This is an optimization exercise on Yosys and OpenROAD, whose aim is small area and a short achievable clock period, not a production implementation.

==> v36 <==
Design top_diannao_node_vMAX, start of the top module:
module top_diannao_node_vMAX (
        clk,
        i_inputs,
        i_synapses,
        i_op,
        i_nbout,
        i_load,
        o_to_edram
    );
    input           clk;
    input  [255:0]  i_inputs;
    input  [255:0]  i_synapses;
    input  [0:0]    i_op;
    input  [15:0]   i_nbout;
    input           i_load;
    output [15:0]   o_to_edram;
    function gt16;
        input [15:0] a, b;
        reg [15:0] g0, l0;
        reg [7:0] g1, l1;
        reg [3:0] g2, l2;
        reg [1:0] g3, l3;
        integer i;
        begin
            g0 = a & ~b;
            l0 = ~a & b;
            for (i = 0; i < 8; i = i + 1) begin
                g1[i] = g0[2*i+1] | (~l0[2*i+1] & g0[2*i]);
                l1[i] = l0[2*i+1] | (~g0[2*i+1] & l0[2*i]);
            end
            for (i = 0; i < 4; i = i + 1) begin
                g2[i] = g1[2*i+1] | (~l1[2*i+1] & g1[2*i]);
                l2[i] = l1[2*i+1] | (~g1[2*i+1] & l1[2*i]);
            end
            for (i = 0; i < 2; i = i + 1) begin
                g3[i] = g2[2*i+1] | (~l2[2*i+1] & g2[2*i]);
                l3[i] = l2[2*i+1] | (~g2[2*i+1] & l2[2*i]);
            end
            gt16 = g3[1] | (~l3[1] & g3[0]);
        end
    endfunction
    function [15:0] max4;
        input [15:0] a, b, c, d;
        reg ab, ac, ad, bc, bd, cd;
        begin
            ab = gt16(a, b);
            ac = gt16(a, c);
            ad = gt16(a, d);
            bc = gt16(b, c);
            bd = gt16(b, d);
            cd = gt16(c, d);
            max4 = ({16{ab & ac & ad}} & a) | ({16{~ab & bc & bd}} & b) |
                   ({16{~ac & ~bc & cd}} & c) | ({16{~ad & ~bd & ~cd}} & d);
        end
    endfunction
    function [31:0] csa4;
        input [15:0] a, b, c, d;
        reg [15:0] x1, s1, c1, x2;
        begin
            x1 = a ^ b;
            s1 = x1 ^ c;
            c1 = {(a[14:0] & b[14:0]) | (c[14:0] & x1[14:0]), 1'b0};
            x2 = s1 ^ c1;
            csa4 = {(s1[14:0] & c1[14:0]) | (d[14:0] & x2[14:0]), 1'b0, x2 ^ d};
        end
    endfunction
    reg  [239:0] mag_a;
    reg  [127:0] one1, two1;
  ...
export LEC_CHECK = 0
export ABC_AREA = 1
export CAP_MARGIN = 80
export CORE_MARGIN = 2
export CORE_UTILIZATION = 40
export SETUP_SLACK_MARGIN = 5
export SLEW_MARGIN = 80
export SYNTH_HIERARCHICAL = 1
create_clock -name core_clock -period 12.0 [get_ports {clk}]
standard.sh (not shown) runs the stock make flow with config.mk's settings and CLKGATE_MAP_FILE= SYNTH_SCRIPT=/design/flow/synth_recipe.tcl, a recipe that flattens the netlist after the stock synthesis.
==> flow/flow/run.sh <==
#!/bin/bash
# Standard ORFS layout (the standard.sh, standard synthesis unchanged), with
# extra settings for timing repair, clock tree and port buffers.
set -euo pipefail
bash standard.sh SETUP_SLACK_MARGIN=8.3 CTS_CLUSTER_SIZE=30 CTS_CLUSTER_DIAMETER=80 "BUFFER_PORTS_ARGS=-buffer_cell sky130_fd_sc_hd__buf_1" finish > standard.log 2>&1
==> v14: changes against v36 <==
--- a/flow/design.v
+++ b/flow/design.v
@@ -71,25 +71,98 @@
             c1 = {(a[14:0] & b[14:0]) | (c[14:0] & x1[14:0]), 1'b0};
             x2 = s1 ^ c1;
             csa4 = {(s1[14:0] & c1[14:0]) | (d[14:0] & x2[14:0]), 1'b0, x2 ^ d};
         end
     endfunction
+    function [29:0] add15_pre;
+        input [14:0] a, b;
+        input        cin;
+        reg [14:0] g, p, G1;
+        integer i;
+        begin
+            g = a & b;
+            p = a ^ b;
+            G1[0] = g[0] | (p[0] & cin);
+            for (i = 1; i < 15; i = i + 1)
+                G1[i] = g[i] | (p[i] & g[i-1]);
+            add15_pre = {G1, p};
+        end
+    endfunction
+    function [14:0] add15_post;
+        input [14:0] G1, p;
+        input        cin;
+        reg [15:0] G, P, Gn, Pn;
+        integer k, d;
+        begin
+            G = {G1, cin};
+            P = {p[14:1] & p[13:0], 1'b0, 1'b0};
+            for (d = 2; d < 16; d = d * 2) begin
+                for (k = 0; k < 16; k = k + 1) begin
+                    if (k >= d) begin
+                        Gn[k] = G[k] | (P[k] & G[k-d]);
+                        Pn[k] = P[k] & P[k-d];
+                    end else begin
+                        Gn[k] = G[k];
+                        Pn[k] = P[k];
+                    end
+                end
+                G = Gn;
+                P = Pn;
+            end
+            add15_post = p ^ G[14:0];
+        end
+    endfunction
+    function [31:0] add16_pre;
+        input [15:0] a, b;
+        reg [15:0] g, p, G1;
+        integer i;
+        begin
+            g = a & b;
+            p = a ^ b;
+            G1[0] = g[0];
+            for (i = 1; i < 16; i = i + 1)
+                G1[i] = g[i] | (p[i] & g[i-1]);
+            add16_pre = {G1, p};
+        end
+    endfunction
+    function [15:0] add16_post;
+        input [15:0] G1, p;
+        reg [15:0] G, P, Gn, Pn;
+        integer k, d;
+        begin
+            G = G1;
+            P = {p[15:1] & p[14:0], 1'b0};
+            for (d = 2; d < 16; d = d * 2) begin
+                for (k = 0; k < 16; k = k + 1) begin
+                    if (k >= d) begin
+                        Gn[k] = G[k] | (P[k] & G[k-d]);
+                        Pn[k] = P[k] & P[k-d];
+                    end else begin
+                        Gn[k] = G[k];
+                        Pn[k] = P[k];
+                    end
+                end
+                G = Gn;
+                P = Pn;
+            end
+            add16_post = p ^ {G[14:0], 1'b0};
+        end
+    endfunction
     reg  [239:0] mag_a;
     reg  [127:0] one1, two1;
     reg  [111:0] neg1;
     reg  [15:0]  sgn1;
-    reg  [239:0] cs0, cs1;
-    reg  [15:0]  csc;
+    reg  [239:0] pg_g, pg_p;     
+    reg  [15:0]  pg_c;
     reg  [15:0]  sgn2;
-    reg  [63:0]  gsum0, gmax;
-    reg  [59:0]  gsum1;       
+    reg  [63:0]  gs_g, gs_p, gmax;    
     reg  [15:0]  rsum0, rmax;
     reg  [15:1]  rsum1;
     reg  [15:0]  out_reg;     
     reg  [15:0]  out_copy;    
     assign o_to_edram = out_copy;
-    wire [239:0] h0_all, h1_all;
+    wire [479:0] pre_all;
     wire [15:0]  ci_all;
     wire [255:0] prod;
     genvar j, k;
     generate
         for (j = 0; j < 16; j = j + 1) begin : lane
@@ -689,32 +762,31 @@
             wire g74 = g76 | (p76 & g54), p74 = p76 & p54;
             wire g70 = g74 | (p74 & g30);
             assign ci = g98 | (p98 & g70);
             assign h0 = {s336, s334, s332, s330, s328, s326, s324, s322, s320, s318, s316, s314, s312, s310, s308};
             assign h1 = {c335, c333, c331, c329, c327, c325, c323, c321, c319, c317, c315, c313, c311, c309, c307};
-            assign h0_all[15*j +: 15] = h0;
-            assign h1_all[15*j +: 15] = h1;
+            assign pre_all[30*j +: 30] = add15_pre(h0, h1, ci);
             assign ci_all[j] = ci;
-            wire [15:0] psum = {cs0[15*j +: 15], 1'b1} + {cs1[15*j +: 15], csc[j]};
-            assign prod[16*j +: 16] = {sgn2[j], psum[15:1]};
+            assign prod[16*j +: 16] = {sgn2[j], add15_post(pg_g[15*j +: 15], pg_p[15*j +: 15], pg_c[j])};
         end
     endgenerate
-    wire [63:0] gsum0_d, gsum1_d, gmax_d;
+    wire [63:0] gsum0_d, gsum1_d, gs_g_d, gs_p_d, gmax_d;
     generate
         for (k = 0; k < 4; k = k + 1) begin : grp
             wire [15:0] p0 = prod[64*k +: 16];
             wire [15:0] p1 = prod[64*k+16 +: 16];
             wire [15:0] p2 = prod[64*k+32 +: 16];
             wire [15:0] p3 = prod[64*k+48 +: 16];
             assign {gsum1_d[16*k +: 16], gsum0_d[16*k +: 16]} = csa4(p0, p1, p2, p3);
+            assign {gs_g_d[16*k +: 16], gs_p_d[16*k +: 16]} = add16_pre(gsum0_d[16*k +: 16], gsum1_d[16*k +: 16]);
             assign gmax_d[16*k +: 16] = max4(p0, p1, p2, p3);
         end
     endgenerate
-    wire [15:0] gs0 = gsum0[15:0]  + {gsum1[14:0],  1'b0};
-    wire [15:0] gs1 = gsum0[31:16] + {gsum1[29:15], 1'b0};
-    wire [15:0] gs2 = gsum0[47:32] + {gsum1[44:30], 1'b0};
-    wire [15:0] gs3 = gsum0[63:48] + {gsum1[59:45], 1'b0};
+    wire [15:0] gs0 = add16_post(gs_g[15:0],  gs_p[15:0]);
+    wire [15:0] gs1 = add16_post(gs_g[31:16], gs_p[31:16]);
+    wire [15:0] gs2 = add16_post(gs_g[47:32], gs_p[47:32]);
+    wire [15:0] gs3 = add16_post(gs_g[63:48], gs_p[63:48]);
     wire [31:0] ss = csa4(gs0, gs1, gs2, gs3);
     wire [15:0] sm = max4(gs0, gs1, gs2, gs3);
     wire [31:0] ms = csa4(gmax[15:0], gmax[31:16], gmax[47:32], gmax[63:48]);
     wire [15:0] mm = max4(gmax[15:0], gmax[31:16], gmax[47:32], gmax[63:48]);
     wire [15:0] rs1 = {rsum1, 1'b0};
@@ -725,17 +797,23 @@
     wire        take = gt16(rmax, out_reg);
     wire [15:0] fin_max = take ? rmax : out_reg;
     wire [15:0] fin     = i_op[0] ? fin_max : fin_sum;
     wire [15:0] fin_max_c = ({16{take}} & rmax) | ({16{~take}} & out_reg);
     wire [15:0] fin_c     = i_op[0] ? fin_max_c : fin_sum;
+    generate
+        for (j = 0; j < 16; j = j + 1) begin : pgreg
+            always @(posedge clk) begin
+                pg_p[15*j +: 15] <= pre_all[30*j +: 15];
+                pg_g[15*j +: 15] <= pre_all[30*j+15 +: 15];
+            end
+        end
+    endgenerate
     always @(posedge clk) begin
-        cs0     <= h0_all;
-        cs1     <= h1_all;
-        csc     <= ci_all;
+        pg_c    <= ci_all;
         sgn2    <= sgn1;
-        gsum0   <= gsum0_d;
-        gsum1   <= {gsum1_d[63:49], gsum1_d[47:33], gsum1_d[31:17], gsum1_d[15:1]};
+        gs_g    <= gs_g_d;
+        gs_p    <= gs_p_d;
         gmax    <= gmax_d;
         rsum0   <= i_op[0] ? ms[15:0]  : ss[15:0];
         rsum1   <= i_op[0] ? ms[31:17] : ss[31:17];
         rmax    <= i_op[0] ? mm : sm;
         out_reg <= i_load ? fin : i_nbout;
==> flow/flow/run.sh (replaced) <==
#!/bin/bash
# Standard ORFS layout (the standard.sh, standard synthesis unchanged), with
# extra settings for timing repair, clock tree and port buffers.
set -euo pipefail
bash standard.sh SETUP_SLACK_MARGIN=8.3 "CTS_ARGS=-sink_clustering_enable -repair_clock_nets -sink_clustering_size 30 -sink_clustering_max_diameter 80 -dont_use_dummy_load -distance_between_buffers 300" "BUFFER_PORTS_ARGS=-buffer_cell sky130_fd_sc_hd__buf_1" finish > standard.log 2>&1
- CAP_MARGIN: 80 -> 10
- SLEW_MARGIN: 80 -> 10
==> qor summary <==
item                                                                  v14         v36
Run status                                       timing/DRC/antenna clean  timing/DRC/antenna clean
Register area share after synthesis                                 0.198       0.203
Worst stage delay on the critical path                            0.40 ns     0.44 ns
Nets                                                                20500       19900
Share of the clock period used by the worst path after layout       0.305       0.327
Per-cell via count in the routed design                              5.31        5.39
Number of non-clock buffers                                           877         848
Count of clock-net buffers in the final layout                        108         119
DIE WIDTH                                                          597 um      594 um
Syn_area_per_cell                                               8.15 um^2   8.33 um^2
Placement row count                                                   217         216
No run of this note included a check of the RTL's function; only the layout flow was run.

re-timing with driven ports:
In the flow no input, the clock included, has a driving cell. The finished layouts below were timed again as built, in two steps. Step 1 (the two cells are an assumption about what drives the block):
set clk [get_ports {clk}]
set_driving_cell -lib_cell sky130_fd_sc_hd__clkbuf_16 $clk
set_driving_cell -lib_cell sky130_fd_sc_hd__buf_2 [delete_from_list [all_inputs] $clk]
Step 2 adds t to the input delays and takes it off the output delays; t is the mean of the earliest and latest rising clock arrival at the registers after step 1. Input paths then give back, and output paths get back, about the clock's delay inside the block. Slacks: no drivers / after step 1 / after step 2; pairs: no drivers / after step 1.
run | shift t [ns] | setup slack, ns | hold slack, ns | latest minus earliest clock arrival (ns) | worst data-port slew with drivers (ns)
v36 | 1.030 | 8.078 / 7.964 / 8.201 | 0.418 / 0.418 / 0.418 | 0.078 / 0.078 | 0.11
v14 | 0.878 | 8.342 / 8.227 / 7.678 | 0.608 / 0.608 / 0.608 | 0.122 / 0.122 | 0.16
After both steps setup and hold are still met in every run listed. The setup slack of v14, which loses most, moves by -0.115 ns with the drivers and by -0.664 ns with both steps.
